This is an optimization exercise on Yosys and OpenROAD, whose aim is small area, not a production implementation.
Only simulation tests tie the RTL to the original design; equivalence was not proved.
The clock input has no modelled driver; a real chip could not lean on it and would need a root buffer or a full tree.
Power and IR drop assume default switching activity.

Design stopwatch, start of the top module:
module stopwatch(
	input clk,
	input rst,
	input SEL,
	input ADJ,
	input RESET,
	input PAUSE,
	output [6:0] cathode,
	output [3:0] anode
);
	wire clk_2hz, clk_1hz, fast_step, clk_blink;
	wire sel, adj, rst_db, pause;
	wire [2:0] minutes_tens, seconds_tens;
	wire [3:0] minutes_ones, seconds_ones;
	clock_divider clk_div (
		.clk(clk), .por(rst), .rst(RESET),
		.clk_2hz(clk_2hz), .clk_1hz(clk_1hz), .fast_step(fast_step), .clk_blink(clk_blink)
	);
	debouncer sel_debouncer (.clk(clk), .por(rst), .signal_i(SEL), .signal_f(sel));
	debouncer adj_debouncer (.clk(clk), .por(rst), .signal_i(ADJ), .signal_f(adj));
	debouncer rst_debouncer (.clk(clk), .por(rst), .signal_i(RESET), .signal_f(rst_db));
	debouncer pause_debouncer (.clk(clk), .por(rst), .signal_i(PAUSE), .signal_f(pause));
	counter decade_counter (
		.clk(clk), .por(rst), .clk_1hz(clk_1hz), .clk_2hz(clk_2hz),
		.sel(sel), .adj(adj), .rst(rst_db), .pause(pause),
		.minutes_tens(minutes_tens), .minutes_ones(minutes_ones),
		.seconds_tens(seconds_tens), .seconds_ones(seconds_ones)
	);
	create_display display (
		.clk(clk), .por(rst), .fast_step(fast_step), .clk_blink(clk_blink),
		.sel(sel), .adj(adj),
		.minutes_tens(minutes_tens), .minutes_ones(minutes_ones),
		.seconds_tens(seconds_tens), .seconds_ones(seconds_ones),
		.cathode(cathode), .anode(anode)
	);
endmodule
==> flow/config.mk <==
export PLATFORM = sky130hd
export DESIGN_NAME = stopwatch
export DESIGN_NICKNAME = stopwatch
export VERILOG_FILES = /design/flow/design.v
export SDC_FILE = /design/flow/constraint.sdc
export NUM_CORES = 4
export LEC_CHECK = 0
export CAP_MARGIN = 20
export CORE_MARGIN = 2
export CORE_UTILIZATION = 70
export SLEW_MARGIN = 20
==> flow/constraint.sdc <==
create_clock -name core_clock -period 10.0 [get_ports {clk}]
set_input_delay 2.0000 -clock core_clock [delete_from_list [all_inputs] [get_ports {clk}]]
set_output_delay 2.0000 -clock core_clock [all_outputs]
set_load 0.01 [all_outputs]
standard.sh (not shown) runs the stock make flow with config.mk's settings and CLKGATE_MAP_FILE= SYNTH_SCRIPT=/design/flow/synth_recipe.tcl, a recipe that flattens the netlist after the stock synthesis.
==> flow/flow/run.sh <==
#!/bin/bash
set -euo pipefail
W=$(pwd)
F=$W/flow

{
  head -n 1 synth_recipe.tcl
  cat "$F/multi_abc.tcl"
  tail -n +2 synth_recipe.tcl
} > "$W/own_synth.tcl"
export OWN_ABC_DIR="$F/abc"

ARGS=(
  "SYNTH_SCRIPT=$W/own_synth.tcl"
  "ADDER_MAP_FILE="
  "BUFFER_PORTS_ARGS=-buffer_cell sky130_fd_sc_hd__buf_1"
  "PRE_CTS_TCL=$F/cts_own.tcl"
)

bash "$W/standard.sh" "${ARGS[@]}" synth > "$W/log_synth.txt" 2>&1
bash "$W/standard.sh" "${ARGS[@]}" finish > "$W/log_layout.txt" 2>&1
==> flow/flow/cts_own.tcl <==
# Sourced before clock tree synthesis (PRE_CTS_TCL). Replaces ORFS's clock
# tree with one level of clock buffers: the flip-flops are split into K
# groups by position (k-means), and each group gets one buffer of type BUF at
# its centre, driven straight from the clock port. Every register sees the
# same single buffer stage.
proc clock_tree_synthesis { args } {
  set k [expr {[info exists ::env(OWN_CTS_K)] ? $::env(OWN_CTS_K) : 3}]
  set bufname [expr {[info exists ::env(OWN_CTS_BUF)] ? $::env(OWN_CTS_BUF) : "sky130_fd_sc_hd__buf_12"}]
  set block [ord::get_db_block]
  set master [[ord::get_db] findMaster $bufname]
  set clk [$block findNet clk]
  set sinks {}
  foreach it [$clk getITerms] {
    set bb [[$it getInst] getBBox]
    lappend sinks [list $it [expr {([$bb xMin] + [$bb xMax]) / 2}] [expr {([$bb yMin] + [$bb yMax]) / 2}]]
  }
  set n [llength $sinks]
  set sorted [lsort -real -index 1 $sinks]
  set centers {}
  for {set c 0} {$c < $k} {incr c} {
    set s [lindex $sorted [expr {int(($c + 0.5) * $n / $k)}]]
    lappend centers [list [lindex $s 1] [lindex $s 2]]
  }
  for {set iter 0} {$iter < 30} {incr iter} {
    set assign {}
    foreach s $sinks {
      set best 0
      set bd 1e18
      for {set c 0} {$c < $k} {incr c} {
        set d [expr {abs([lindex $s 1] - [lindex $centers $c 0]) + abs([lindex $s 2] - [lindex $centers $c 1])}]
        if {$d < $bd} {
          set bd $d
          set best $c
        }
      }
      lappend assign $best
    }
    set new {}
    for {set c 0} {$c < $k} {incr c} {
      set sx 0
      set sy 0
      set m 0
      foreach s $sinks a $assign {
        if {$a == $c} {
          set sx [expr {$sx + [lindex $s 1]}]
          set sy [expr {$sy + [lindex $s 2]}]
          incr m
        }
      }
      if {$m == 0} {
        lappend new [lindex $centers $c]
      } else {
        lappend new [list [expr {$sx / $m}] [expr {$sy / $m}]]
      }
    }
    set centers $new
  }
  for {set c 0} {$c < $k} {incr c} {
    set net [odb::dbNet_create $block clknet_own_$c]
    $net setSigType CLOCK
    set inst [odb::dbInst_create $block $master clkbuf_own_$c]
    [$inst findITerm A] connect $clk
    [$inst findITerm X] connect $net
    set m 0
    foreach s $sinks a $assign {
      if {$a == $c} {
        set it [lindex $s 0]
        $it disconnect
        $it connect $net
        incr m
      }
    }
    $inst setLocation [expr {int([lindex $centers $c 0])}] [expr {int([lindex $centers $c 1])}]
    $inst setPlacementStatus PLACED
    puts "own clock buffer $c ($bufname): $m sinks"
  }
  set_propagated_clock [all_clocks]
}
Other scripts of this flow, unchanged in this note and not shown: flow/flow/abc/a.script, flow/flow/abc/b.script, flow/flow/abc/c.script, flow/flow/abc/d.script, flow/flow/abc/e.script, flow/flow/abc/f.script, flow/flow/abc/j.script, flow/flow/abc/x1.script, flow/flow/abc/x10.script, flow/flow/abc/x11.script, flow/flow/abc/x12.script, flow/flow/abc/x13.script, flow/flow/abc/x14.script, flow/flow/abc/x15.script, flow/flow/abc/x16.script, flow/flow/abc/x17.script, flow/flow/abc/x18.script, flow/flow/abc/x19.script, flow/flow/abc/x2.script, flow/flow/abc/x20.script, flow/flow/abc/x3.script, flow/flow/abc/x4.script, flow/flow/abc/x5.script, flow/flow/abc/x6.script, flow/flow/abc/x7.script, flow/flow/abc/x8.script, flow/flow/abc/x9.script, flow/flow/multi_abc.tcl
The baseline finished with timing, DRC and antenna clean.
Change:
--- a/flow/flow/cts_own.tcl
+++ b/flow/flow/cts_own.tcl
@@ -6,4 +6,4 @@
 proc clock_tree_synthesis { args } {
-  set k [expr {[info exists ::env(OWN_CTS_K)] ? $::env(OWN_CTS_K) : 3}]
-  set bufname [expr {[info exists ::env(OWN_CTS_BUF)] ? $::env(OWN_CTS_BUF) : "sky130_fd_sc_hd__buf_12"}]
+  set k [expr {[info exists ::env(OWN_CTS_K)] ? $::env(OWN_CTS_K) : 2}]
+  set bufname [expr {[info exists ::env(OWN_CTS_BUF)] ? $::env(OWN_CTS_BUF) : "sky130_fd_sc_hd__buf_16"}]
   set block [ord::get_db_block]
- CORE_UTILIZATION: 70 -> 85
This time the run stopped in 3_3_place_gp with GPL-0301.
Synthesized area does not change.
Synthesized cell count stays the same.
In the first run of this note the design's own scripts or RTL, not TritonCTS, make the clock network.

========
Setup of job 9322:
stopwatch, a different RTL version from the one above (not shown whole).
Size in the first run: ~320 cells after synthesis, ~81 flip-flops, about 17 I/O pins, roughly 2800 um2 of cells after synthesis.
==> flow/design.v (excerpt) <==
module stopwatch(
	input clk,
	input rst,
	input SEL,
	input ADJ,
	input RESET,
	input PAUSE,
	output [6:0] cathode,
	output [3:0] anode
);
	wire clk_2hz, clk_1hz, fast_step, clk_blink;
	wire sel, adj, rst_db, pause;
	wire [2:0] minutes_tens, seconds_tens;
	wire [3:0] minutes_ones, seconds_ones;
	clock_divider clk_div (
		.clk(clk), .por(rst), .rst(RESET),
		.clk_2hz(clk_2hz), .clk_1hz(clk_1hz), .fast_step(fast_step), .clk_blink(clk_blink)
	);
	debouncer sel_debouncer (.clk(clk), .por(rst), .signal_i(SEL), .signal_f(sel));
	debouncer adj_debouncer (.clk(clk), .por(rst), .signal_i(ADJ), .signal_f(adj));
	debouncer rst_debouncer (.clk(clk), .por(rst), .signal_i(RESET), .signal_f(rst_db));
	debouncer pause_debouncer (.clk(clk), .por(rst), .signal_i(PAUSE), .signal_f(pause));
	counter decade_counter (
		.clk(clk), .por(rst), .clk_1hz(clk_1hz), .clk_2hz(clk_2hz),
		.sel(sel), .adj(adj), .rst(rst_db), .pause(pause),
		.minutes_tens(minutes_tens), .minutes_ones(minutes_ones),
		.seconds_tens(seconds_tens), .seconds_ones(seconds_ones)
	);
	create_display display (
		.clk(clk), .por(rst), .fast_step(fast_step), .clk_blink(clk_blink),
		.sel(sel), .adj(adj),
		.minutes_tens(minutes_tens), .minutes_ones(minutes_ones),
		.seconds_tens(seconds_tens), .seconds_ones(seconds_ones),
		.cathode(cathode), .anode(anode)
	);
endmodule
==> flow/config.mk <==
export PLATFORM = sky130hd
export DESIGN_NAME = stopwatch
export DESIGN_NICKNAME = stopwatch
export VERILOG_FILES = /design/flow/design.v
export SDC_FILE = /design/flow/constraint.sdc
export NUM_CORES = 4
export LEC_CHECK = 0
export CAP_MARGIN = 20
export CORE_MARGIN = 2
export CORE_UTILIZATION = 70
export SLEW_MARGIN = 20
==> flow/constraint.sdc <==
create_clock -name core_clock -period 10.0 [get_ports {clk}]
set_input_delay 2.0000 -clock core_clock [delete_from_list [all_inputs] [get_ports {clk}]]
set_output_delay 2.0000 -clock core_clock [all_outputs]
set_load 0.01 [all_outputs]
==> flow/flow/run.sh <==
#!/bin/bash
# Own layout flow: the standard ORFS flow with three changes.
#  1. Synthesis is the standard flow's script (synth_recipe.tcl) with ABC's mapping script
#     replaced by flow/abc_area.script (area-oriented mapping, no buffering
#     or upsizing for speed), and without mapping adders to half/full adder
#     cells ahead of ABC (ADDER_MAP_FILE empty).
#  2. Ports are buffered with sky130_fd_sc_hd__buf_1.
#  3. The clock tree is one level of buffers, made by flow/cts_own.tcl.
# Each tool's output goes to a log file in the work folder.
set -euo pipefail
W=$(pwd)
F=$W/flow

{
  head -n 1 synth_recipe.tcl
  echo "proc abc {args} { set i [lsearch \$args -script]; lset args [expr {\$i + 1}] $F/abc_area.script; yosys abc {*}\$args }"
  tail -n +2 synth_recipe.tcl
} > "$W/own_synth.tcl"

ARGS=(
  "SYNTH_SCRIPT=$W/own_synth.tcl"
  "ADDER_MAP_FILE="
  "BUFFER_PORTS_ARGS=-buffer_cell sky130_fd_sc_hd__buf_1"
  "PRE_CTS_TCL=$F/cts_own.tcl"
)

bash "$W/standard.sh" "${ARGS[@]}" synth > "$W/log_synth.txt" 2>&1
bash "$W/standard.sh" "${ARGS[@]}" finish > "$W/log_layout.txt" 2>&1
==> flow/flow/cts_own.tcl <==
# Sourced before clock tree synthesis (PRE_CTS_TCL). Replaces ORFS's clock
# tree with one level of clock buffers: the flip-flops are split into K
# groups by position (k-means), and each group gets one buffer of type BUF at
# its centre, driven straight from the clock port. Every register sees the
# same single buffer stage.
proc clock_tree_synthesis { args } {
  set k [expr {[info exists ::env(OWN_CTS_K)] ? $::env(OWN_CTS_K) : 3}]
  set bufname [expr {[info exists ::env(OWN_CTS_BUF)] ? $::env(OWN_CTS_BUF) : "sky130_fd_sc_hd__buf_12"}]
  set block [ord::get_db_block]
  set master [[ord::get_db] findMaster $bufname]
  set clk [$block findNet clk]
  set sinks {}
  foreach it [$clk getITerms] {
    set bb [[$it getInst] getBBox]
    lappend sinks [list $it [expr {([$bb xMin] + [$bb xMax]) / 2}] [expr {([$bb yMin] + [$bb yMax]) / 2}]]
  }
  set n [llength $sinks]
  set sorted [lsort -real -index 1 $sinks]
  set centers {}
  for {set c 0} {$c < $k} {incr c} {
    set s [lindex $sorted [expr {int(($c + 0.5) * $n / $k)}]]
    lappend centers [list [lindex $s 1] [lindex $s 2]]
  }
  for {set iter 0} {$iter < 30} {incr iter} {
    set assign {}
    foreach s $sinks {
      set best 0
      set bd 1e18
      for {set c 0} {$c < $k} {incr c} {
        set d [expr {abs([lindex $s 1] - [lindex $centers $c 0]) + abs([lindex $s 2] - [lindex $centers $c 1])}]
        if {$d < $bd} {
          set bd $d
          set best $c
        }
      }
      lappend assign $best
    }
    set new {}
    for {set c 0} {$c < $k} {incr c} {
      set sx 0
      set sy 0
      set m 0
      foreach s $sinks a $assign {
        if {$a == $c} {
          set sx [expr {$sx + [lindex $s 1]}]
          set sy [expr {$sy + [lindex $s 2]}]
          incr m
        }
      }
      if {$m == 0} {
        lappend new [lindex $centers $c]
      } else {
        lappend new [list [expr {$sx / $m}] [expr {$sy / $m}]]
      }
    }
    set centers $new
  }
  for {set c 0} {$c < $k} {incr c} {
    set net [odb::dbNet_create $block clknet_own_$c]
    $net setSigType CLOCK
    set inst [odb::dbInst_create $block $master clkbuf_own_$c]
    [$inst findITerm A] connect $clk
    [$inst findITerm X] connect $net
    set m 0
    foreach s $sinks a $assign {
      if {$a == $c} {
        set it [lindex $s 0]
        $it disconnect
        $it connect $net
        incr m
      }
    }
    $inst setLocation [expr {int([lindex $centers $c 0])}] [expr {int([lindex $centers $c 1])}]
    $inst setPlacementStatus PLACED
    puts "own clock buffer $c ($bufname): $m sinks"
  }
  set_propagated_clock [all_clocks]
}
Other scripts of this flow, unchanged in this note and not shown: flow/flow/abc_area.script
#### Input delta (job 6470 over job 9322)
# job 9322
export LEC_CHECK = 0
export CAP_MARGIN = 20
export CORE_MARGIN = 2
export CORE_UTILIZATION = 70
export SLEW_MARGIN = 20
create_clock -name core_clock -period 10.0 [get_ports {clk}]
# job 6470
export LEC_CHECK = 0
export CAP_MARGIN = 20
export CORE_MARGIN = 2
export CORE_UTILIZATION = 40
export SLEW_MARGIN = 20
create_clock -name core_clock -period 10.0 [get_ports {clk}]
--- a/flow/flow/cts_own.tcl
+++ b/flow/flow/cts_own.tcl
@@ -8 +8 @@
-  set bufname [expr {[info exists ::env(OWN_CTS_BUF)] ? $::env(OWN_CTS_BUF) : "sky130_fd_sc_hd__buf_12"}]
+  set bufname [expr {[info exists ::env(OWN_CTS_BUF)] ? $::env(OWN_CTS_BUF) : "sky130_fd_sc_hd__clkbuf_16"}]
==> comparison <==
Job 6470 completed; timing, DRC and antenna clean
Job 6470 vs job 9322: data arrival time of the worst path down in job 6470
Diff job 9322 -> job 6470: design area went up; maximum number of pins on one net before global-route repair decreased by about 6% relative to the old numbers; slack of the critical path rose by 0.048 ns.
Relative to job 6470, the following input files were edited for job 5453:
--- a/flow/flow/cts_own.tcl
+++ b/flow/flow/cts_own.tcl
@@ -8 +8 @@
-  set bufname [expr {[info exists ::env(OWN_CTS_BUF)] ? $::env(OWN_CTS_BUF) : "sky130_fd_sc_hd__clkbuf_16"}]
+  set bufname [expr {[info exists ::env(OWN_CTS_BUF)] ? $::env(OWN_CTS_BUF) : "sky130_fd_sc_hd__buf_12"}]
Findings:
Compared to job 6470, job 5453 has synthesis-to-layout area growth 0.54 points lower. Going from job 6470 to job 5453, die extent in x held, core utilization went down 0.22 points. Route | job 5453 vs job 6470 | wire shorter in job 5453. Changes observed in job 5453 relative to job 6470: part of the total power dissipated in combinational logic shows no meaningful change, via count of the first global-routing pass shows an increase of 7.
In every run of this note, the design's own scripts or RTL, not TritonCTS, make the clock network.

========
Another version of the RTL of stopwatch (not shown whole).
For scale: ~310 cells after synthesis, about 80 flip-flops, about 17 I/O pins.
export LEC_CHECK = 0
export CAP_MARGIN = 20
export CORE_MARGIN = 2
export CORE_UTILIZATION = 70
export SLEW_MARGIN = 20
create_clock -name core_clock -period 10.0 [get_ports {clk}]
==> flow/flow/run.sh <==
#!/bin/bash
set -euo pipefail
W=$(pwd)
F=$W/flow

{
  head -n 1 synth_recipe.tcl
  cat "$F/multi_abc.tcl"
  tail -n +2 synth_recipe.tcl
} > "$W/own_synth.tcl"
export OWN_ABC_DIR="$F/abc"

ARGS=(
  "SYNTH_SCRIPT=$W/own_synth.tcl"
  "ADDER_MAP_FILE="
  "BUFFER_PORTS_ARGS=-buffer_cell sky130_fd_sc_hd__buf_1"
  "PRE_CTS_TCL=$F/cts_own.tcl"
)

bash "$W/standard.sh" "${ARGS[@]}" synth > "$W/log_synth.txt" 2>&1
bash "$W/standard.sh" "${ARGS[@]}" finish > "$W/log_layout.txt" 2>&1
Other scripts of this flow, unchanged in this note and not shown: flow/flow/abc/a.script, flow/flow/abc/b.script, flow/flow/abc/d.script, flow/flow/abc/ds10_0.script, flow/flow/abc/ds10_1.script, flow/flow/abc/e.script, flow/flow/abc/x10.script, flow/flow/abc/x13.script, flow/flow/abc/x14.script, flow/flow/abc/x17.script, flow/flow/abc/x19.script, flow/flow/abc/x8.script, flow/flow/cts_own.tcl, flow/flow/multi_abc.tcl
Change:
==> flow/flow/abc/ds10_2.script (new file) <==
&get -n
&deepsyn -T 10 -S 2
&put
dch -f
amap
mfs2
strash
dch -f
amap
==> flow/flow/abc/ds10_3.script (new file) <==
&get -n
&deepsyn -T 10 -S 3
&put
dch -f
amap
mfs2
strash
dch -f
amap
==> flow/flow/abc/ds10_4.script (new file) <==
&get -n
&deepsyn -T 10 -S 4
&put
dch -f
amap
mfs2
strash
dch -f
amap
==> flow/flow/abc/ds10_5.script (new file) <==
&get -n
&deepsyn -T 10 -S 5
&put
dch -f
amap
mfs2
strash
dch -f
amap
==> flow/flow/abc/ds10_6.script (new file) <==
&get -n
&deepsyn -T 10 -S 6
&put
dch -f
amap
mfs2
strash
dch -f
amap
==> flow/flow/abc/ds10_7.script (new file) <==
&get -n
&deepsyn -T 10 -S 7
&put
dch -f
amap
mfs2
strash
dch -f
amap
Effect:
- setup slack is better by 0.016 ns
- clock power barely changes
- power barely changes
- wire length grows by a little under a tenth
- global-route usage grows by 1.4 points
- combinational power is about the same
- via count grows slightly
- maximum frequency grows slightly
- first-iteration DRC count shrinks by a few percent
- cell count shrinks slightly
In every run of this note, the design's own scripts or RTL, not TritonCTS, make the clock network.

[what the ideal ports hide]
The flow's constraints put no driver on any port. The routed layouts listed below were extracted and timed again, unchanged, in two steps. Step 1, drivers: a clkbuf_16 drives clk and a buf_2 each remaining input, both assumed. Step 2 adds t to the input delays and takes it off the output delays; t is the mean of the earliest and latest rising clock arrival at the registers after step 1. Input paths then give back, and output paths get back, about the clock's delay inside the block. Slacks: ideal / step 1 / step 2; pairs: ideal / step 1.
run	t, ns	setup slack, ns	pins driven straight from the clock port
the first run of note 1	0.193	6.542 / 6.505 / 6.391	3
job 9322	0.190	6.047 / 6.087 / 5.897	3
job 6470	0.212	6.096 / 6.128 / 5.916	3
job 5453	0.192	6.066 / 6.107 / 5.915	3
the first run of note 3	0.191	6.254 / 6.293 / 6.102	3
the second run of note 3	0.192	6.270 / 6.312 / 6.120	3
After both steps setup and hold are still met in every run listed. The setup slack of job 6470, which loses most, moves by +0.032 ns with the drivers and by -0.180 ns with both steps.
